This is an optimization exercise on Yosys and OpenROAD, whose aim is small area and a short achievable clock period, not a production implementation. RTL that was checked went through simulation tests only; none was proved equivalent to the original. For run 5, only the layout was checked, not whether the RTL still works. Power and IR drop assume default switching activity.

===== flow/config.mk =====
export PLATFORM = sky130hd
export DESIGN_NAME = rec_calc
export DESIGN_NICKNAME = rec_calc
export VERILOG_FILES = /design/flow/design.v
export SDC_FILE = /design/flow/constraint.sdc
export NUM_CORES = 4
export LEC_CHECK = 0
export ABC_AREA = 1
export CAP_MARGIN = 20
export CORE_MARGIN = 2
export CORE_UTILIZATION = 40
export SLEW_MARGIN = 20

===== flow/constraint.sdc =====
create_clock -name core_clock -period 33.0 [get_ports {clk}]
set_input_delay 6.6000 -clock core_clock [delete_from_list [all_inputs] [get_ports {clk}]]
set_output_delay 6.6000 -clock core_clock [all_outputs]
set_load 0.01 [all_outputs]

===== flow/design.v =====
module rec_calc(
    input [16:0] valA,
    input [3:0] op,
    input clk,
    input reset,
    output [16:0] result
);
    logic [16:0] valB;
    logic [16:0] out;
    logic [16:0] quot;
    logic [16:0] x;
    logic [16:0] nxt;
    logic [18:0] m [1:3];
    logic isdiv, ismul, issub, inv;
    assign isdiv = (op == 4'd3);
    assign ismul = (op == 4'd2);
    assign issub = (op == 4'd1);
    assign inv = isdiv | issub;
    assign m[1] = {2'b0, valB};
    assign m[2] = {1'b0, valB, 1'b0};
    assign m[3] = {2'b0, valB} + {1'b0, valB, 1'b0};
    always_comb begin
        x = ismul ? 17'd0 : valA;
        quot = 17'd0;
        if (isdiv) quot[16] = (valB[16:1] == 16'd0) & (x[16] >= valB[0]);
        else quot[16] = ismul & valA[16];
        if (quot[16]) x[16] = x[16] ^ valB[0];
        for (int j = 7; j >= 0; j--) begin
            logic [17:0] t [1:3];
            logic g [1:3];
            logic [3:0] s;
            logic [16:0] mk;
            for (int k = 1; k <= 3; k++) begin
                mk = m[k][16:0] & ((17'h1 << (17 - 2*j)) - 17'h1);
                t[k] = {1'b0, x >> (2*j)} + {1'b0, inv ? ~mk & ((17'h1 << (17 - 2*j)) - 17'h1) : mk} + inv;
                g[k] = ((m[k] >> (17 - 2*j)) == 19'd0) & t[k][17 - 2*j];
            end
            if (isdiv) begin
                s[3] = g[3];
                s[2] = g[2] & ~g[3];
                s[1] = g[1] & ~g[2];
            end else if (ismul) begin
                s[3] = valA[2*j+1] & valA[2*j];
                s[2] = valA[2*j+1] & ~valA[2*j];
                s[1] = ~valA[2*j+1] & valA[2*j];
            end else begin
                s[3] = 1'b0;
                s[2] = 1'b0;
                s[1] = (j == 0);
            end
            quot[2*j+1] = s[3] | s[2];
            quot[2*j] = s[3] | s[1];
            for (int k = 1; k <= 3; k++)
                if (s[k]) x = (x & ((17'h1 << (2*j)) - 17'h1)) | (t[k][16:0] << (2*j));
        end
    end
    assign nxt = isdiv ? quot : x;
    always @(posedge clk) begin
        if (reset) begin
            valB <= 'b0;
            out <= 'b0;
        end else begin
            valB <= out;
            out <= nxt;
        end
    end
    assign result = out;
endmodule

===== flow/run.sh =====
#!/bin/bash
# synth_recipe.tcl (not shown) runs the flow's synth.tcl, then flattens the netlist and writes it again
# the make line also repeats each setting of config.mk as NAME=value (left out here)
make -C /OpenROAD-flow-scripts/flow DESIGN_CONFIG=/design/flow/config.mk WORK_HOME=/design/flow/orfs CLKGATE_MAP_FILE= SYNTH_SCRIPT=/design/flow/synth_recipe.tcl finish

==> flow_summary.json, run 1 <==
{
  "worst_r2r_endpoint": "out[2]",
  "vias": 16270,
  "tightest_slew_ps": 1057,
  "cts_max_level": 2,
  "rsz0062_at_grt": "no",
  "max-vdd-ir-drop_v": 0.00002513,
  "cp_slowest_cell": "clkdlybuf4s50_1",
  "yosys.cell_types.count": 62,
  "endpoint_kind": "flip-flop",
  "critPathKind": "in2reg",
  "hpwl_mm": 46.00,
  "cp-start-kind": "primary input",
  "syn-cell-area_um2": 14740,
  "finalSetupViolations": 0,
  "ys_ff_latch": 34,
  "final.min_clock_period_ps": 30300,
  "synth_edf_count": 0,
  "max_freq_mhz": 33.00,
  "hold_slack_ps": 425.2,
  "fp.dieW_um": 196.0,
  "drt_wl_total_mm": 57.91,
  "ios": 40,
  "postSynthAreaPerCell_um2": 6.187,
  "rows": 70,
  "synthCells": 2382,
  "ys_seq_area_share_pct": 4.618,
  "status": "timing/DRC/antenna clean",
  "port_buffers": 39,
  "place_ws_ps": 3195,
  "start_util_pct": 40.45,
  "synth_top_area_share_pct": 21.22,
  "synthTopCellsByArea": "ha_1 21%, nand2_1 15%, a21oi_1 8.2%, inv_1 7.2%, xor2_1 7.1%",
  "dieHeight_um": 196.0,
  "utilization_pct": 43.53,
  "yosys.area.top_type": "ha_1",
  "synth_ff_type": "dfxtp_1",
  "drt_iter0_drc": 1518,
  "crit_arrival_ps": 30480,
  "hp-class": "reg2reg",
  "finalNetCount": 2700,
  "cts_tree": "done",
  "worst_path_most_repeated_cell": "nand2_1",
  "r2r_slack_ps": 8330,
  "cts_setup_buffers": 0,
  "cts_resized": 0,
  "hold_violations": 0,
  "fill_cells": 3935,
  "fin_setup_tns_ps": 0,
  "dpl.cell_count": 2871,
  "design.die.area_um2": 38400,
  "clk_pin_slew_ps": 60,
  "grt_start_max_net_pins": 41,
  "max_slew_margin_pct": 29.49,
  "drt-vias-per-instance": 5.650,
  "critPathMaxFanout": 27,
  "coreArea_um2": 36430,
  "finalCritPeriodShare_pct": 91.83,
  "final_antenna_net_count": 0,
  "clk_path_buf_depth": 2,
  "r2r_start": "valB[16]",
  "critPathRequiredTime_ps": 33170,
  "cts-hold-fix-buffers": 0,
  "min_to": "valB[12]",
  "cts_made_buffers": 5,
  "drc": 0,
  "layout_setup_ws_ps": 2697,
  "grt_pass1_vias": 15460,
  "reg2reg_depth": 136,
  "max_stage_delay_ps": 560,
  "worst_skew_pair.late_latency_ps": 280,
  "cap_violations": 0,
  "fin_skew_ps": 7.188,
  "yosysWarnings": 18,
  "min-delay-start": "out[12]",
  "stdcell_count": 2879,
  "holdPathStages": 2,
  "antenna_found_initial": 0,
  "drive_gt1_share_pct": 8.133,
  "syn2layout_area_growth_pct": 7.615,
  "slew_viol_final": 0,
  "p_leak_nw": 8.420,
  "async_reset_ff_share_pct": 0,
  "gp_congestion": 1.003,
  "grt_first_pass_wirelength_mm": 88.97,
  "post_drt_wl_per_cell_um": 20.11,
  "grt_overflow": 0,
  "power_density_nw_per_um2": 81.37,
  "cts_root_buf": "clkbuf_16",
  "drtPass1Iterations": 6,
  "grtUsageTotal_pct": 29.78,
  "clock-sinks": 34
}
-- power breakdown --
part | total [W] | internal, W | switching (W)
logic | 0.00117 | 0.000433 | 0.000740
registers | 0.0000636 | 0.0000536 | 0.0000100
clock network | 0.0000548 | 0.0000373 | 0.0000176
total | 0.00129 | 0.000523 | 0.000767
-- cell families after synthesis --
logic type	share of synthesized area (%)
AO/OA/AOI/OAI	20.83
XOR/XNOR	10.76
adder cells (fa/ha/maj)	23.53
buffers and inverters	9.483
flip-flops	4.618
AND/OR/NAND/NOR	30.78
-- sequential cells by signal, summed over array words and instances (netlist names) --
register	flops
out	17
valB	17
-- per-stage QoR --
step	area [µm²]	total power, W
global placement	15690	0.001201
CTS	15860	0.001268
floorplan	14740	0.0008962
global route	15860	0.001417
finish	15860	0.001291
detailed placement	15690	0.001205
-- worst max path at each step --
stage	startpoint	to	slack [ps]	cells after the start
floorplan	op[3]	out[15]	9250	141
global placement	op[0]	out[2]	3390	132
detailed placement	op[0]	out[2]	3190	130
CTS	op[0]	out[2]	3380	132
global route	op[0]	out[2]	800	132
finish	op[0]	out[2]	2700	130
-- cells in the final DEF, fill, tap and decap left out, types with 4 or more instances in the layout --
cell and instances:
inv_2 24, buf_4 22, a221oi_1 6, a21oi_2 6, dfxtp_1 34, a21oi_1 241, nand3_2 5, o21ai_0 86
a31o_2 6, o31ai_1 6, a21o_1 14, a31oi_1 20, nor2_4 8, nand2_4 7, clkdlybuf4s50_1 39, nor2_1 120
xor2_2 4, fa_1 17, ha_1 250, a211oi_1 6, o21ai_2 11, xnor2_1 60, clkbuf_16 5, or2_2 44
inv_1 282, o21ai_1 42, o211ai_1 14, xor2_1 116, o2111ai_1 4, nand3_1 151, o22ai_1 12, nand3b_1 14
nand2_1 605, nor3_1 8, o21bai_1 25, a21boi_0 8, nand2_2 36, nand4_1 13
-- synthesized netlist by cell type (8+ instances only) --
cell type,count
clkbuf_1,8
a31oi_1,20
xnor2_1,61
nand3b_1,14
o21ai_0,86
or2_2,44
o21bai_1,25
o21ai_2,11
buf_2,17
inv_1,282
dfxtp_1,34
xor2_1,120
nor2_1,121
o211ai_1,14
fa_1,17
a21oi_1,241
ha_1,250
inv_2,24
nand3_1,151
nand4_1,13
a21o_1,14
nand2_1,605
o22ai_1,12
nand2_2,36
nor3_1,8
o21ai_1,42
a21boi_0,8
-- routing by layer --
| layer | track usage [%] | vias up | wire length [µm] |
|---|---|---|---|
| met1 | 39.79 | 7450 | 25800 |
| met5 | 0 | - | 0 |
| met3 | 5.020 | 131 | 4830 |
| met4 | 10.89 | 0 | 2416 |
| li1 | - | 8007 | - |
| met2 | 48.10 | 678 | 24870 |
-- critical path: cells and delay by family --
kind,cells,cell delay [ps]
simple gates,56,7210
buf+inv,15,4110
compound gates,51,9470
fa+ha+maj,8,3010
-- cell type report --
type                    count  area, µm²  share of cell area [%]
multi-input cells        1999      12700                   80.10
inverters                 309       1162                   7.329
flip-flops and latches     34      680.7                   4.292
well taps                 468      585.6                   3.692
repair buffers             61      555.5                   3.503
clock buffers               6      138.9                  0.8757
clock inverters             1      30.03                  0.1893
diodes                      1      2.502                 0.01578
==> run 2: changes to the inputs <==
==> flow/design.v (replaced) <==
module calc_row #(parameter int W = 17, parameter int K = 3) (
    input  logic [W-1:0]   x,
    input  logic [K*W-1:0] mk,      
    input  logic [K-1:0]   hz,      
    input  logic [K-1:0]   en,      
    output logic [W-1:0]   xn,
    output logic [K-1:0]   g
);
    logic [W:0] t [1:K];
    always_comb begin
        for (int k = 1; k <= K; k++) begin
            t[k] = {1'b0, x} - {1'b0, mk[(k-1)*W +: W]};
            g[k-1] = (hz[k-1] & ~t[k][W]) | en[k-1];
        end
        xn = x & {W{~g[0]}};
        for (int k = 1; k <= K; k++)
            xn = xn | (t[k][W-1:0] & {W{g[k-1] & (k == K || !g[k])}});
    end
endmodule
module rec_calc(
    input [16:0] valA,
    input [3:0] op,
    input clk,
    input reset,
    output [16:0] result
);
    logic [16:0] valB;
    logic [16:0] out;
    logic [16:0] quot;
    logic [16:0] nxt;
    logic [18:0] m [1:3];
    logic isdiv, ismul, issub, isadd;
    logic [16:0] x [0:7];
    assign isdiv = (op == 4'd3);
    assign ismul = (op == 4'd2);
    assign issub = (op == 4'd1);
    assign isadd = ~isdiv & ~ismul & ~issub;
    always_comb
        for (int k = 1; k <= 3; k++) m[k] = valB * k;
    logic [16:0] x0;
    assign x0 = (isdiv | issub) ? valA : ismul ? 17'h1ffff : ~valA;
    logic [20:0] mk0;
    logic [6:0] hz0, en0, g0;
    always_comb
        for (int k = 1; k <= 7; k++) begin
            logic [2:0] lo;
            lo = valB[2:0] * k;
            mk0[(k-1)*3 +: 3] = lo;
            hz0[k-1] = isdiv & (valB <= 17'd7 / k);
            en0[k-1] = ismul & (valA[16:14] >= k);
        end
    calc_row #(.W(3), .K(7)) row_top (.x(x0[16:14]), .mk(mk0), .hz(hz0), .en(en0), .xn(x[7][16:14]), .g(g0));
    assign x[7][13:0] = x0[13:0];
    assign quot[16] = g0[3];
    assign quot[15] = (g0[1] & ~g0[3]) | g0[5];
    assign quot[14] = (g0[0] & ~g0[1]) | (g0[2] & ~g0[3]) | (g0[4] & ~g0[5]) | g0[6];
    for (genvar j = 6; j >= 0; j--) begin : rows
        localparam int W = 17 - 2 * j;
        logic [3*W-1:0] mk;
        logic [2:0] hz, en, g;
        always_comb
            for (int k = 1; k <= 3; k++) begin
                mk[(k-1)*W +: W] = m[k][W-1:0];
                hz[k-1] = isdiv & ((m[k] >> W) == 19'd0);
                en[k-1] = (ismul & ({valA[2*j+1], valA[2*j]} >= k))
                        | ((issub | isadd) & (j == 0) & (k == 1));
            end
        calc_row #(.W(W), .K(3)) row (.x(x[j+1][16:2*j]), .mk(mk), .hz(hz), .en(en), .xn(x[j][16:2*j]), .g(g));
        if (j > 0) begin : low
            assign x[j][2*j-1:0] = x[j+1][2*j-1:0];
        end
        assign quot[2*j+1] = g[1];
        assign quot[2*j] = (g[0] & ~g[1]) | g[2];
    end
    assign nxt = isdiv ? quot : issub ? x[0] : ~x[0];
    always @(posedge clk) begin
        if (reset) begin
            valB <= 'b0;
            out <= 'b0;
        end else begin
            valB <= out;
            out <= nxt;
        end
    end
    assign result = out;
endmodule
--- a/flow/config.mk
+++ b/flow/config.mk
@@ -9,4 +9,7 @@
 export CAP_MARGIN = 20
 export CORE_MARGIN = 2
-export CORE_UTILIZATION = 40
+export CORE_UTILIZATION = 65
+export SETUP_SLACK_MARGIN = 5
 export SLEW_MARGIN = 20
+export SYNTH_HIERARCHICAL = 1
+export SYNTH_MINIMUM_KEEP_SIZE = 0
==> run 2 against run 1 <==
  * Sequential power is 15% higher
  * Final area grew 36%
  * Die area shrank 14%
  * Sequential share of layout area fell by 1.1 points
  * Combinational power up 73%
  * Sequential cell count did not move
  * Via count up 47%
  * Critical path type unchanged
  * Largest power group unchanged
  * Highest routed layer is now met5
==> flow_summary.json, run 2 <==
{
  "synthTopCellsByArea": "nand2_1 20%, ha_1 18%, inv_1 14%, nand3_1 8.6%, a21oi_1 4.4%",
  "place_ws_ps": 10650,
  "cp-start-kind": "primary input",
  "grt_start_max_net_pins": 41,
  "synth_commonest_cells": "1115 x nand2_1, 776 x inv_1, 354 x nand3_1, 295 x ha_1, 218 x nor2_1",
  "power.internal_w": 0.0007904,
  "design.die.area_um2": 33100,
  "yosys.cell_types.count": 49,
  "tightest_slew_ps": 1025,
  "synth_edf_count": 0,
  "final_antenna_net_count": 0,
  "seqCellArea_um2": 681.9,
  "yosysWarnings": 35,
  "hpwl_mm": 57.13,
  "synth.most_common_cell": "nand2_1",
  "cp_top_family": "simple AND/OR/NAND/NOR gates",
  "hold_violations": 0,
  "coreArea_um2": 31390,
  "worst_skew_pair.late_latency_ps": 280,
  "dieHeight_um": 181.9,
  "synth_ff_type": "dfxtp_1",
  "ios": 40,
  "power.share.sequential_pct": 3.4,
  "grtUsageTotal_pct": 42.26,
  "drc": 0,
  "fill_cells": 2976,
  "max-vdd-ir-drop_v": 0.00006427,
  "synthCells": 3684,
  "slew_viol_final": 0,
  "clock-sinks": 34,
  "critPathKind": "in2reg",
  "drive_gt1_share_pct": 6.389,
  "finalNetCount": 4070,
  "clk_pin_slew_ps": 50,
  "cts_resized": 0,
  "syn2layout_area_growth_pct": 4.481,
  "fp.dieW_um": 181.9,
  "crit_arrival_ps": 22720,
  "power_density_nw_per_um2": 99.47,
  "pwr-share-clk_pct": 2.2,
  "p_switching_w": 0.001348,
  "ys_ff_latch": 34,
  "cts_max_level": 2,
  "layout_commonest_cell": "nand2_1",
  "synth_top_area_share_pct": 20.34,
  "gp_congestion": 1.059,
  "grt_pass1_vias": 22450,
  "layout_setup_ws_ps": 10400,
  "max_freq_mhz": 44.25,
  "cts_made_buffers": 5,
  "drtPass1Iterations": 8,
  "critPathBufInv": 12,
  "p_sw_share_pct": 63.04,
  "r2r_slack_ps": 16270,
  "fin_skew_ps": 4.206,
  "finalSetupViolations": 0,
  "antenna_found_initial": 2,
  "hold_slack_ps": 428.9,
  "p_leak_nw": 11.79,
  "async_reset_ff_share_pct": 0,
  "total_power_w": 0.002139,
  "post_drt_wl_per_cell_um": 17.16,
  "grt_overflow": 0,
  "cp_slowest_cell": "fa_1",
  "final_cell_mix": "1115 x nand2_1, 776 x inv_1, 354 x nand3_1",
  "combinationalPowerShare_pct": 94.4,
  "multi_input_area_um2": 16600,
  "cts_setup_buffers": 0,
  "final.min_clock_period_ps": 22600,
  "cap_violations": 0,
  "start_util_pct": 65.55,
  "endpoint_kind": "flip-flop",
  "status": "timing/DRC/antenna clean",
  "reg_top3": "out x17, valB x17",
  "utilization_pct": 68.49,
  "drt_wl_total_mm": 70.80,
  "grt_first_pass_wirelength_mm": 113.0,
  "critPathRequiredTime_ps": 33120,
  "hp-class": "reg2reg",
  "syn-cell-area_um2": 20580,
  "critPathMaxFanout": 33,
  "drt-vias-per-instance": 5.780,
  "rsz0062_at_grt": "no",
  "finalCritPeriodShare_pct": 68.47,
  "cts-hold-fix-buffers": 0,
  "clk_path_buf_depth": 2,
  "fin_setup_tns_ps": 0,
  "diodes": 0,
  "max_stage_delay_ps": 620,
  "drt_iter0_drc": 2513,
  "cts_tree": "done",
  "max_slew_margin_pct": 31.23,
  "port_buffers": 39,
  "vias": 23850,
  "worst_path_most_repeated_cell": "nand2_1",
  "rows": 65,
  "postSynthAreaPerCell_um2": 5.586,
  "ys_seq_area_share_pct": 3.308,
  "yosys.area.top_type": "nand2_1",
  "cts_root_buf": "clkbuf_16"
}
==> run 2: cell types whose count changed after synthesis, moves of 30 or more <==
cell      change
nor2_1       +97
ha_1         +45
nand2_1     +510
nand3b_1     +49
or2_2        -31
o21ai_0      -30
inv_1       +494
nand3_1     +203
xor2_1       -49
nand4_1      +67
o21ai_1      -41
a21oi_1      -59
==> run 2: cells by family (layout without fill, tap and decap cells) <==
family                   Yosys count  in the layout  share of synthesized area (%)
other                              1             12                        0.01822
flip-flops                        34             34                          3.308
XOR/XNOR                         126            126                          5.363
adder cells (fa/ha/maj)          323            323                          20.66
AO/OA/AOI/OAI                    332            332                          9.674
buffers and inverters            842            872                          16.21
AND/OR/NAND/NOR                 2026           2026                          44.77
==> run 2: routing by layer <==
metal,GRT usage (%),share of wire [%]
met1,54.11,40
met3,7.702,11
met4,21.13,6.2
met2,68.21,42
met5,0,0.041
==> run 2: area by class of cell <==
cell class	count	area share, %
multi-input cells	2819	77.22
inverters	804	14.04
flip-flops and latches	34	3.172
repair buffers	60	2.526
well taps	402	2.339
clock buffers	6	0.6459
clock inverters	2	0.05819
==> run 2: power groups by stage <==
| stage | registers [W] | clock network (W) | logic, W |
|---|---|---|---|
| detailed placement | 0.0000717 | 0 | 0.00195 |
| floorplan | 0.0000727 | 0 | 0.00147 |
| finish | 0.0000730 | 0.0000470 | 0.00202 |
| global route | 0.0000730 | 0.0000489 | 0.00225 |
| global placement | 0.0000721 | 0 | 0.00191 |
| CTS | 0.0000714 | 0.0000470 | 0.00196 |
==> run 2: tightest hold or removal path: cells and delay by family, from the launching register on <==
kind / cells / cell delay, ps
buffers and inverters: 1 / 50
and+or+nand+nor: 1 / 30
DFF: 1 / 310
==> run 2: stage by stage <==
step                std cells  cell area [µm²]
floorplan                3695            20620
global route             4127            21500
finish                   4127            21500
global placement         4119            21350
CTS                      4127            21510
detailed placement       4119            21350
==> run 2: worst paths after layout <==
path	start	cells after the start	to
hold reg to reg	out[5]	2	valB[5]
setup / recovery	op[0]	89	out[15]
setup reg to reg	valB[10]	87	out[15]
hold / removal	out[5]	2	valB[5]
==> run 3: changes to the inputs <==
--- a/flow/config.mk
+++ b/flow/config.mk
@@ -12,4 +12,2 @@
 export SETUP_SLACK_MARGIN = 5
 export SLEW_MARGIN = 20
-export SYNTH_HIERARCHICAL = 1
-export SYNTH_MINIMUM_KEEP_SIZE = 0
==> run 3 against run 2 <==
  * First-iteration DRC count down 19%
  * Sequential cell count is the same
  * Still clean on timing, DRC and antenna
  * Via count is 26% lower
  * Clock power about the same
  * Final cell count fell by 32%
  * Register-to-register slack got worse by 3900 ps
  * Routed wire length is 24% lower
  * Critical endpoint is now out[16]
  * Final area shrank 25%
  * Combinational power fell by 26%
  * Area after synthesis is 27% lower
  * Worst setup slack got worse by 3600 ps
==> flow_summary.json, run 3 <==
{
  "max_freq_mhz": 38.14,
  "grt_pass1_vias": 16560,
  "hold_violations": 0,
  "critPathKind": "in2reg",
  "power_density_nw_per_um2": 99.77,
  "syn2layout_area_growth_pct": 6.337,
  "cts_resized": 0,
  "crit_arrival_ps": 26370,
  "synth_commonest_cells": "541 x nand2_1, 385 x inv_1, 268 x ha_1, 231 x a21oi_1, 219 x nor2_1",
  "r2r_slack_ps": 12380,
  "max_stage_delay_ps": 500,
  "synth_top_area_share_pct": 22.20,
  "ios": 40,
  "clk_pin_slew_ps": 50,
  "drt_iter0_drc": 2037,
  "pwr-share-clk_pct": 2.9,
  "max-vdd-ir-drop_v": 0.00007160,
  "dieHeight_um": 156.4,
  "cap_violations": 0,
  "worst_path_most_repeated_cell": "nand2_1",
  "reg2reg_depth": 118,
  "fp.dieW_um": 156.4,
  "grt_overflow": 0,
  "slew_viol_final": 0,
  "worst_skew_pair.late_latency_ps": 280,
  "final_area_um2": 16060,
  "start_util_pct": 66.51,
  "syn-cell-area_um2": 15100,
  "fill_cells": 2055,
  "layout_commonest_cell": "nand2_1",
  "ys_seq_area_share_pct": 4.506,
  "grtUsageTotal_pct": 43.06,
  "endpoint_kind": "flip-flop",
  "holdPathStages": 2,
  "synth_ff_type": "dfxtp_1",
  "combinationalPowerShare_pct": 93.1,
  "critPathRequiredTime_ps": 33150,
  "max_slew_margin_pct": 24.25,
  "p_switching_w": 0.0009821,
  "synthTopCellsByArea": "ha_1 22%, nand2_1 13%, inv_1 9.6%, a21oi_1 7.7%, nor2_1 5.4%",
  "design.die.area_um2": 24470,
  "r2r_start": "valB[1]",
  "synthCells": 2488,
  "p_sw_share_pct": 61.29,
  "finalCritPeriodShare_pct": 79.46,
  "yosys.cell_types.count": 66,
  "final_cell_mix": "539 x nand2_1, 384 x inv_1, 268 x ha_1",
  "drt-vias-per-instance": 6.273,
  "hp-class": "reg2reg",
  "worst_r2r_endpoint": "out[16]",
  "port_buffers": 39,
  "cts_max_level": 2,
  "yosys.area.top_type": "ha_1",
  "min-delay-start": "out[14]",
  "postSynthAreaPerCell_um2": 6.071,
  "post_drt_wl_per_cell_um": 19.07,
  "cts-hold-fix-buffers": 0,
  "final_antenna_net_count": 0,
  "power.internal_w": 0.0006204,
  "reg_top3": "out x17, valB x17",
  "hpwl_mm": 41.83,
  "fin_skew_ps": 2.438,
  "coreArea_um2": 22710,
  "drive_gt1_share_pct": 5.968,
  "drt_wl_total_mm": 53.69,
  "power.share.sequential_pct": 4.0,
  "async_reset_ff_share_pct": 0,
  "dpl_cell_area_um2": 15870,
  "cp-start-kind": "primary input",
  "status": "timing/DRC/antenna clean",
  "drtPass1Iterations": 8,
  "synth.most_common_cell": "nand2_1",
  "synth_edf_count": 0,
  "rsz0062_at_grt": "no",
  "ys_ff_latch": 34,
  "gp_congestion": 1.081,
  "cts_made_buffers": 5,
  "cts_setup_buffers": 0,
  "rows": 55,
  "final.min_clock_period_ps": 26220,
  "yosysWarnings": 29,
  "critPathMaxFanout": 37,
  "drc": 0,
  "vias": 17660,
  "cp_slowest_cell": "o221ai_1",
  "cts_tree": "done",
  "finalNetCount": 2846,
  "antenna_found_initial": 1,
  "cts_root_buf": "clkbuf_16",
  "grt_start_max_net_pins": 38,
  "clock-sinks": 34,
  "min_to": "valB[14]",
  "clk_path_buf_depth": 2,
  "p_leak_nw": 8.244,
  "fin_setup_tns_ps": 0,
  "finalSetupViolations": 0,
  "grt_first_pass_wirelength_mm": 83.83,
  "tightest_slew_ps": 1135
}
run 3: worst max-delay path by stage:
stage	start	end	slack, ps	depth (start not counted)
after floorplan	op[3]	out[2]	10800	120
after global placement	op[0]	out[6]	6440	119
after detailed placement	op[0]	out[6]	5700	119
after CTS	op[0]	out[6]	5950	119
after global routing	op[3]	out[2]	4970	125
final	op[3]	out[16]	6780	123
run 3: power by group through the flow:
| stage | Clock [W] | Combinational (W) | Sequential (W) |
|---|---|---|---|
| floorplan | 0 | 0.00107 | 0.0000660 |
| global placement | 0 | 0.00140 | 0.0000642 |
| detailed placement | 0 | 0.00143 | 0.0000637 |
| CTS | 0.0000463 | 0.00144 | 0.0000635 |
| global route | 0.0000479 | 0.00164 | 0.0000649 |
| finish | 0.0000470 | 0.00149 | 0.0000641 |
run 3: stage by stage:
step	std cells	utilization [%]	setup slack, ps	hold slack (ps)	power [W]
after global routing	2815	70.72	4966	446.3	0.001752
after detailed placement	2807	69.88	5703	409.1	0.001490
after floorplan	2488	-	10800	447.3	0.001136
after CTS	2815	70.53	5946	422.5	0.001547
final	2816	70.73	6779	421.6	0.001603
after global placement	2807	69.88	6441	409.0	0.001468
run 3: per-layer routing:
metal  wire (µm)  track usage, %  vias to the layer above
met5           0               0                        -
met4        3791           25.25                        0
met3        6457           8.363                      266
met2       22460           67.90                     1101
met1       20980           54.57                     7881
li1            -               -                     8416
run 3: cell type report:
cell class	instances	area (µm²)	area share [%]
Clock buffer	7	142.6	0.8881
Clock inverter	1	5.005	0.03116
Multi-Input combinational cell	2043	12890	80.24
Inverter	390	1470	9.153
Tap cell	285	356.6	2.220
Antenna cell	1	2.502	0.01558
Sequential cell	34	681.9	4.246
Timing Repair Buffer	55	514.2	3.202
run 3: critical path, delay by kind of cell:
family,cells,cell delay [ps]
simple gates,60,7330
compound gates,38,6980
fa+ha+maj,8,2920
buf+inv,16,2340
xor+xnor,1,160
run 3: kinds of logic (layout without fill, tap and decap cells):
family	count (synthesis)	count (layout)	synth area share, %
and+or+nand+nor	1088	1088	31.83
adders and majority gates	294	294	25.65
other	0	1	0
AOI/OAI and AO/OA	537	537	20.39
xor gates and xnor gates	124	124	7.240
buffers and inverters	411	453	10.39
DFF	34	34	4.506
==> run 4: changes to the inputs <==
==> flow/flow/run.sh (new file) <==
#!/bin/bash
# Standard synthesis and layout; the layout's timing repair aims for a setup
# slack of SETUP_MARGIN ns at the design's clock period.
set -euo pipefail
SETUP_MARGIN=$(cat flow/setup_margin.txt)
bash standard.sh synth > synth.log 2>&1
bash standard.sh SETUP_SLACK_MARGIN=$SETUP_MARGIN finish > layout.log 2>&1
==> flow/flow/setup_margin.txt (new file) <==
8
==> flow/standard.sh (new file) <==
#!/bin/bash
# synth_recipe.tcl (not shown) runs the flow's synth.tcl, then flattens the netlist and writes it again
# the make line also repeats each setting of config.mk as NAME=value (left out here)
make -C /OpenROAD-flow-scripts/flow DESIGN_CONFIG=/design/flow/config.mk WORK_HOME=/design/flow/orfs CLKGATE_MAP_FILE= SYNTH_SCRIPT=/design/flow/synth_recipe.tcl "${@:-finish}"
--- a/flow/config.mk
+++ b/flow/config.mk
@@ -10,4 +10,3 @@
 export CORE_MARGIN = 2
 export CORE_UTILIZATION = 65
-export SETUP_SLACK_MARGIN = 5
 export SLEW_MARGIN = 20
removed: flow/run.sh
==> run 4 against run 3 <==
  * Still clean on timing, DRC and antenna
  * Clock power is essentially flat
  * Via count grew 1.1%
  * Global-route usage grew 0.22 points
  * Worst setup slack gained 2200 ps
  * Routed wire length grew 3.0%
  * Critical endpoint unchanged
==> flow_summary.json, run 4 <==
{
  "status": "timing/DRC/antenna clean",
  "cap_violations": 0,
  "clock-sinks": 34,
  "drtPass1Iterations": 13,
  "grtUsageTotal_pct": 43.27,
  "cp_slowest_cell": "ha_1",
  "cts_root_buf": "clkbuf_16",
  "gp_congestion": 1.081,
  "max-vdd-ir-drop_v": 0.00007326,
  "synth_ff_type": "dfxtp_1",
  "drc": 0,
  "hold_violations": 0,
  "worst_skew_pair.late_latency_ps": 280,
  "ios": 40,
  "finalSetupViolations": 0,
  "grt_pass1_vias": 16640,
  "multi_input_area_um2": 13360,
  "tightest_slew_ps": 1180,
  "crit_arrival_ps": 24210,
  "ys_ff_latch": 34,
  "synth_top_area_share_pct": 22.20,
  "hp-class": "reg2reg",
  "antenna_found_initial": 2,
  "synthCells": 2488,
  "reg_top3": "out x17, valB x17",
  "stdcell_count": 2854,
  "syn-cell-area_um2": 15100,
  "drt-vias-per-instance": 6.254,
  "fin_skew_ps": 3.524,
  "dieHeight_um": 156.4,
  "cts_tree": "done",
  "critPathRequiredTime_ps": 33150,
  "max_stage_delay_ps": 500,
  "post_drt_wl_per_cell_um": 19.38,
  "clk_pin_slew_ps": 50,
  "layout_commonest_cell": "nand2_1",
  "wl_met1_mm": 21.48,
  "final.min_clock_period_ps": 24060,
  "drive_gt1_share_pct": 10.40,
  "dpl_cell_area_um2": 15870,
  "synth_edf_count": 0,
  "fin_setup_tns_ps": 0,
  "start_util_pct": 66.51,
  "synthTopCellsByArea": "ha_1 22%, nand2_1 13%, inv_1 9.6%, a21oi_1 7.7%, nor2_1 5.4%",
  "clk_path_buf_depth": 2,
  "place_ws_ps": 5703,
  "synth.most_common_cell": "nand2_1",
  "yosysWarnings": 29,
  "grt_start_max_net_pins": 38,
  "cp-start-kind": "primary input",
  "design.die.area_um2": 24470,
  "finalNetCount": 2884,
  "port_buffers": 39,
  "yosys.cell_types.count": 66,
  "hpwl_mm": 41.83,
  "max_freq_mhz": 41.57,
  "drt_wl_total_mm": 55.31,
  "critPathKind": "in2reg",
  "layout_setup_ws_ps": 8941,
  "seqCellArea_um2": 681.9,
  "slew_viol_final": 0,
  "wl_met2_mm": 23.53,
  "final_antenna_net_count": 0,
  "grt_first_pass_wirelength_mm": 84.23,
  "dpl.cell_count": 2807,
  "yosys.area.top_type": "ha_1",
  "synth_commonest_cells": "541 x nand2_1, 385 x inv_1, 268 x ha_1, 231 x a21oi_1, 219 x nor2_1",
  "cts_max_level": 2,
  "async_reset_ff_share_pct": 0,
  "grt_overflow": 0,
  "total_power_w": 0.001664,
  "endpoint_kind": "flip-flop",
  "max_slew_margin_pct": 21.22,
  "fp.dieW_um": 156.4,
  "syn2layout_area_growth_pct": 11.77,
  "ys_seq_area_share_pct": 4.506,
  "finalCritPeriodShare_pct": 72.90,
  "postSynthAreaPerCell_um2": 6.071,
  "cts-hold-fix-buffers": 0,
  "coreArea_um2": 22710,
  "final_cell_mix": "528 x nand2_1, 375 x inv_1, 255 x ha_1",
  "cts_made_buffers": 5,
  "worst_path_most_repeated_cell": "nand2_1",
  "wl_met3_mm": 6.438,
  "fill_cells": 1934,
  "rsz0062_at_grt": "no",
  "rows": 55,
  "critPathMaxFanout": 19,
  "top_layer": "met5",
  "final_area_um2": 16880,
  "power_density_nw_per_um2": 98.54,
  "p_leak_nw": 8.507,
  "vias": 17850,
  "drt_iter0_drc": 2218
}
## run 4: worst max-delay path: cells and delay by family
family	cells	cell delay [ps]
adders and majority gates	8	2670
AOI/OAI and AO/OA	37	5700
xor gates and xnor gates	1	200
buffers and inverters	19	2430
and+or+nand+nor	58	6510
## run 4: path summary, 6_finish.rpt
path | slack [ps] | from | to | depth (start not counted)
worst max-delay path | 8940 | op[3] | out[16] | 123
worst max register to register | 14220 | valB[1] | out[16] | 116
worst min register to register | 420 | out[14] | valB[14] | 2
worst min-delay path | 420 | out[14] | valB[14] | 2
## run 4: power by group
part / switching [W] / internal [W]
combinational: 0.000986 / 0.000566
clock: 0.0000173 / 0.0000299
sequential: 0.0000109 / 0.0000534
total: 0.00101 / 0.000649
## run 4: logic make-up (layout without fill, tap and decap cells)
kind of cell / count (synthesis) / count (layout) / synth area share [%]
other cells: 0 / 1 / 0
flops: 34 / 34 / 4.506
buf+inv: 411 / 491 / 10.39
xor+xnor: 124 / 124 / 7.240
fa+ha+maj: 294 / 294 / 25.65
simple gates: 1088 / 1088 / 31.83
compound gates: 537 / 537 / 20.39
## run 4: layout make-up
cell class | count | share of cell area (%)
antenna | 1 | 0.01482
multi-input combinational | 2043 | 79.15
tap | 285 | 2.112
timing repair buffer | 93 | 4.966
clock inverter | 1 | 0.02965
sequential | 34 | 4.039
inverter | 390 | 8.842
clock buffer | 7 | 0.8449
## run 4: layer usage
layer  vias up  GRT usage (%)
li1       8496              -
met1      7938          54.50
met5         -              0
met3       286          8.668
met2      1128          68.64
met4         2          25.03
## run 4: stage by stage
step	utilization, %	hold WS [ps]
after floorplan	-	447.3
after global placement	69.88	409.0
after detailed placement	69.88	409.1
after CTS	71.07	422.5
after global routing	74.33	446.3
final	74.34	422.2
## run 4: what timing repair did
item | in CTS | in global routing
resized for setup | 25 | 111
gates cloned | 0 | 1
pin swaps | 4 | 23
setup endpoints to repair | 17 | 17
setup buffers | 6 | 31
==> run 5: changes to the inputs <==
--- a/flow/design.v
+++ b/flow/design.v
@@ -41,5 +41,6 @@
     assign x0 = (isdiv | issub) ? valA : ismul ? 17'h1ffff : ~valA;
     logic [20:0] mk0;
-    logic [6:0] hz0, en0, g0;
+    logic [6:0] hz0, g0;
+    logic [2:0] xt, xm;
     always_comb
         for (int k = 1; k <= 7; k++) begin
@@ -47,8 +48,9 @@
             lo = valB[2:0] * k;
             mk0[(k-1)*3 +: 3] = lo;
-            hz0[k-1] = isdiv & (valB <= 17'd7 / k);
-            en0[k-1] = ismul & (valA[16:14] >= k);
+            hz0[k-1] = (valB <= 17'd7 / k);
         end
-    calc_row #(.W(3), .K(7)) row_top (.x(x0[16:14]), .mk(mk0), .hz(hz0), .en(en0), .xn(x[7][16:14]), .g(g0));
+    calc_row #(.W(3), .K(7)) row_top (.x(valA[16:14]), .mk(mk0), .hz(hz0), .en(7'd0), .xn(xt), .g(g0));
+    assign xm = ~(valA[16:14] * valB[2:0]);
+    assign x[7][16:14] = (isdiv | issub) ? (isdiv ? xt : valA[16:14]) : ismul ? xm : ~valA[16:14];
     assign x[7][13:0] = x0[13:0];
     assign quot[16] = g0[3];
==> flow/run.sh (new file) <==
#!/bin/bash
# synth_recipe.tcl (not shown) runs the flow's synth.tcl, then flattens the netlist and writes it again
# the make line also repeats each setting of config.mk as NAME=value (left out here)
make -C /OpenROAD-flow-scripts/flow DESIGN_CONFIG=/design/flow/config.mk WORK_HOME=/design/flow/orfs CLKGATE_MAP_FILE= SYNTH_SCRIPT=/design/flow/synth_recipe.tcl finish
--- a/flow/config.mk
+++ b/flow/config.mk
@@ -10,3 +10,4 @@
 export CORE_MARGIN = 2
 export CORE_UTILIZATION = 65
+export SETUP_SLACK_MARGIN = 5
 export SLEW_MARGIN = 20
removed: flow/flow/run.sh
removed: flow/flow/setup_margin.txt
removed: flow/standard.sh
==> run 5 against run 4 <==
  * Critical endpoint is now out[4]
  * Sequential power up 2%
  * Area after synthesis up 0.71%
  * Clock power up about 30%
  * Count of clock-buffer cells in the layout down 2
  * Global-route usage up 0.56 points
  * First-iteration DRC count up 4.4%
==> flow_summary.json, run 5 <==
{
  "start_util_pct": 66.78,
  "fill_cells": 1975,
  "fin_setup_tns_ps": 0,
  "tightest_slew_ps": 1007,
  "fin_skew_ps": 2.354,
  "synthCells": 2527,
  "grtUsageTotal_pct": 43.84,
  "max_stage_delay_ps": 670,
  "drc": 0,
  "grt_pass1_vias": 16600,
  "critPathMaxFanout": 13,
  "synth_top_family_by_area": "simple AND/OR/NAND/NOR gates",
  "synthTopCellsByArea": "ha_1 22%, nand2_1 14%, inv_1 8.9%, a21oi_1 8.5%, nor2_1 5.9%",
  "cts_root_buf": "clkbuf_16",
  "layout_commonest_cell": "nand2_1",
  "cts-hold-fix-buffers": 0,
  "design.die.area_um2": 24640,
  "drtPass1Iterations": 8,
  "drt-vias-per-instance": 6.263,
  "synth_commonest_cells": "560 x nand2_1, 361 x inv_1, 273 x ha_1, 257 x a21oi_1, 238 x nor2_1",
  "coreArea_um2": 22780,
  "finalCritPeriodShare_pct": 80.40,
  "clock-sinks": 34,
  "syn2layout_area_growth_pct": 6.785,
  "worst_skew_pair.late_latency_ps": 280,
  "gp_congestion": 1.058,
  "ios": 40,
  "antenna_found_initial": 1,
  "cts_made_buffers": 5,
  "yosysWarnings": 29,
  "port_buffers": 39,
  "fp.dieW_um": 157.0,
  "drt_wl_total_mm": 55.13,
  "cp_slowest_cell": "o21ai_0",
  "final.min_clock_period_ps": 26530,
  "synthMuxAreaShare_pct": 0,
  "synth_edf_count": 0,
  "post_drt_wl_per_cell_um": 19.10,
  "dieHeight_um": 157.0,
  "grt_start_max_net_pins": 32,
  "max_slew_margin_pct": 32.82,
  "diodes": 0,
  "hpwl_mm": 43.56,
  "ys_ff_latch": 34,
  "synth_compound_area_share_pct": 20.75,
  "cp-start-kind": "primary input",
  "hold_violations": 0,
  "synth-simple-area-share_pct": 33.26,
  "utilization_pct": 71.32,
  "drt_iter0_drc": 2315,
  "critPathRequiredTime_ps": 33160,
  "total_power_w": 0.001551,
  "rsz0062_at_grt": "no",
  "yosys.cell_types.count": 56,
  "grt_first_pass_wirelength_mm": 85.13,
  "synth_adder_area_share_pct": 25.88,
  "hp-class": "reg2reg",
  "synth_ff_type": "dfxtp_1",
  "syn-cell-area_um2": 15210,
  "slew_viol_final": 0,
  "critPathKind": "in2reg",
  "synth.most_common_cell": "nand2_1",
  "clk_pin_slew_ps": 50,
  "endpoint_kind": "flip-flop",
  "max-vdd-ir-drop_v": 0.00009000,
  "finalSetupViolations": 0,
  "postSynthAreaPerCell_um2": 6.020,
  "async_reset_ff_share_pct": 0,
  "yosys.area.top_type": "ha_1",
  "grt_overflow": 0,
  "hold_slack_ps": 426.8,
  "status": "timing/DRC/antenna clean",
  "worst_path_most_repeated_cell": "nand2_1",
  "clk_path_buf_depth": 2,
  "rows": 55,
  "cts_max_level": 2,
  "p_leak_nw": 8.221,
  "synth_xor_area_share_pct": 5.354,
  "drive_gt1_share_pct": 6.490,
  "power_density_nw_per_um2": 95.46,
  "cts_tree": "done",
  "reg_top3": "out x17, valB x17",
  "ys_seq_area_share_pct": 4.474,
  "finalNetCount": 2894,
  "crit_arrival_ps": 26690,
  "final_antenna_net_count": 0,
  "final_cell_mix": "560 x nand2_1, 361 x inv_1, 273 x ha_1",
  "max_freq_mhz": 37.69,
  "vias": 18080,
  "synth_top_area_share_pct": 22.45,
  "cap_violations": 0
}
run 5: changes by cell type after synthesis, sizes merged, moves of 8 or more:
cell   change
xor2      -34
o31ai      -8
a31oi     -10
nor2      +23
o21ai     +24
a21oi     +27
nand4     +11
run 5: cell families after synthesis:
logic type / after synthesis
and+or+nand+nor: 1132
AOI/OAI and AO/OA: 561
buffers and inverters: 408
adders and majority gates: 299
xor gates and xnor gates: 93
DFF: 34
run 5: final timing paths:
kind	startpoint	endpoint	slack, ps	depth (start not counted)
worst max-delay path	valA[15]	out[4]	6470	115
worst min-delay path	out[1]	valB[1]	430	2
worst max register to register	valB[1]	out[4]	11300	117
worst min register to register	out[1]	valB[1]	430	2
run 5: repair_timing:
action / CTS / global route
endpoints found under the setup margin: 0 / 14
buffers inserted: 0 / 0
gates resized for setup: 0 / 3
run 5: cell type report:
class / count / area, µm² / area share (%)
clock buffers: 5 / 125.1 / 0.7702
clock inverters: 3 / 68.82 / 0.4236
inverters: 386 / 1454 / 8.950
multi-input cells: 2085 / 12970 / 79.87
flip-flops and latches: 34 / 681.9 / 4.198
well taps: 313 / 391.6 / 2.411
repair buffers: 60 / 548.0 / 3.374
run 5: critical path: cells and delay by family:
family | cells | cell delay, ps
adder cells (fa/ha/maj) | 9 | 3230
AND/OR/NAND/NOR | 60 | 7860
buffers and inverters | 10 | 2610
AO/OA/AOI/OAI | 36 | 6410
run 5: metal layers:
metal  global-route usage [%]  vias up  wire length, µm
li1                         -     8548                -
met1                    57.51     8080            21870
met2                    67.04     1195            22460
met3                    9.224      251             7199
met4                    23.81        2             3591
met5                        0        -               17
run 5: report_power, final:
part           switching (W)  total [W]  leakage (nW)  internal [W]
clock network      0.0000183  0.0000617        0.0940     0.0000434
logic               0.000923    0.00142          7.85      0.000501
registers          0.0000119  0.0000657         0.281     0.0000537
total               0.000953    0.00155          8.22      0.000598
run 5: metrics by stage:
stage	instances	worst slack, ps	area (µm²)
2_1_floorplan	2527	12270	15210
5_1_grt	2886	5026	16240
3_3_place_gp	2878	6940	16040
4_1_cts	2886	6901	16240
6_report	2886	6468	16240
3_5_place_dp	2878	6672	16040

==> afterwards: timing with drivers on the ports <==
The results above use ideal ports. As a check the final layouts listed here were re-extracted and re-timed, cells and wires unchanged. Step 1, drivers: a clkbuf_16 drives clk and a buf_2 each remaining input, both assumed. Step 2 times the ports against the registers' clock, not the clock port: input delays grow and output delays shrink by t, the midpoint of the rising clock arrivals with the driver on. Three values: ideal, step 1, step 2; two values: the first two.
| run | shift t [ns] | setup slack, ns | slew at the worst register clock pin (ns) |
|---|---|---|---|
| run 1 | 0.310 | 2.697 / 2.710 / 2.399 | 0.06 / 0.06 |
| run 2 | 0.305 | 10.404 / 10.409 / 10.104 | 0.05 / 0.05 |
| run 3 | 0.308 | 6.779 / 6.785 / 6.476 | 0.05 / 0.05 |
| run 4 | 0.310 | 8.941 / 8.952 / 8.642 | 0.05 / 0.05 |
| run 5 | 0.310 | 6.468 / 6.475 / 6.165 | 0.06 / 0.06 |
After both steps every run listed still meets setup and hold.
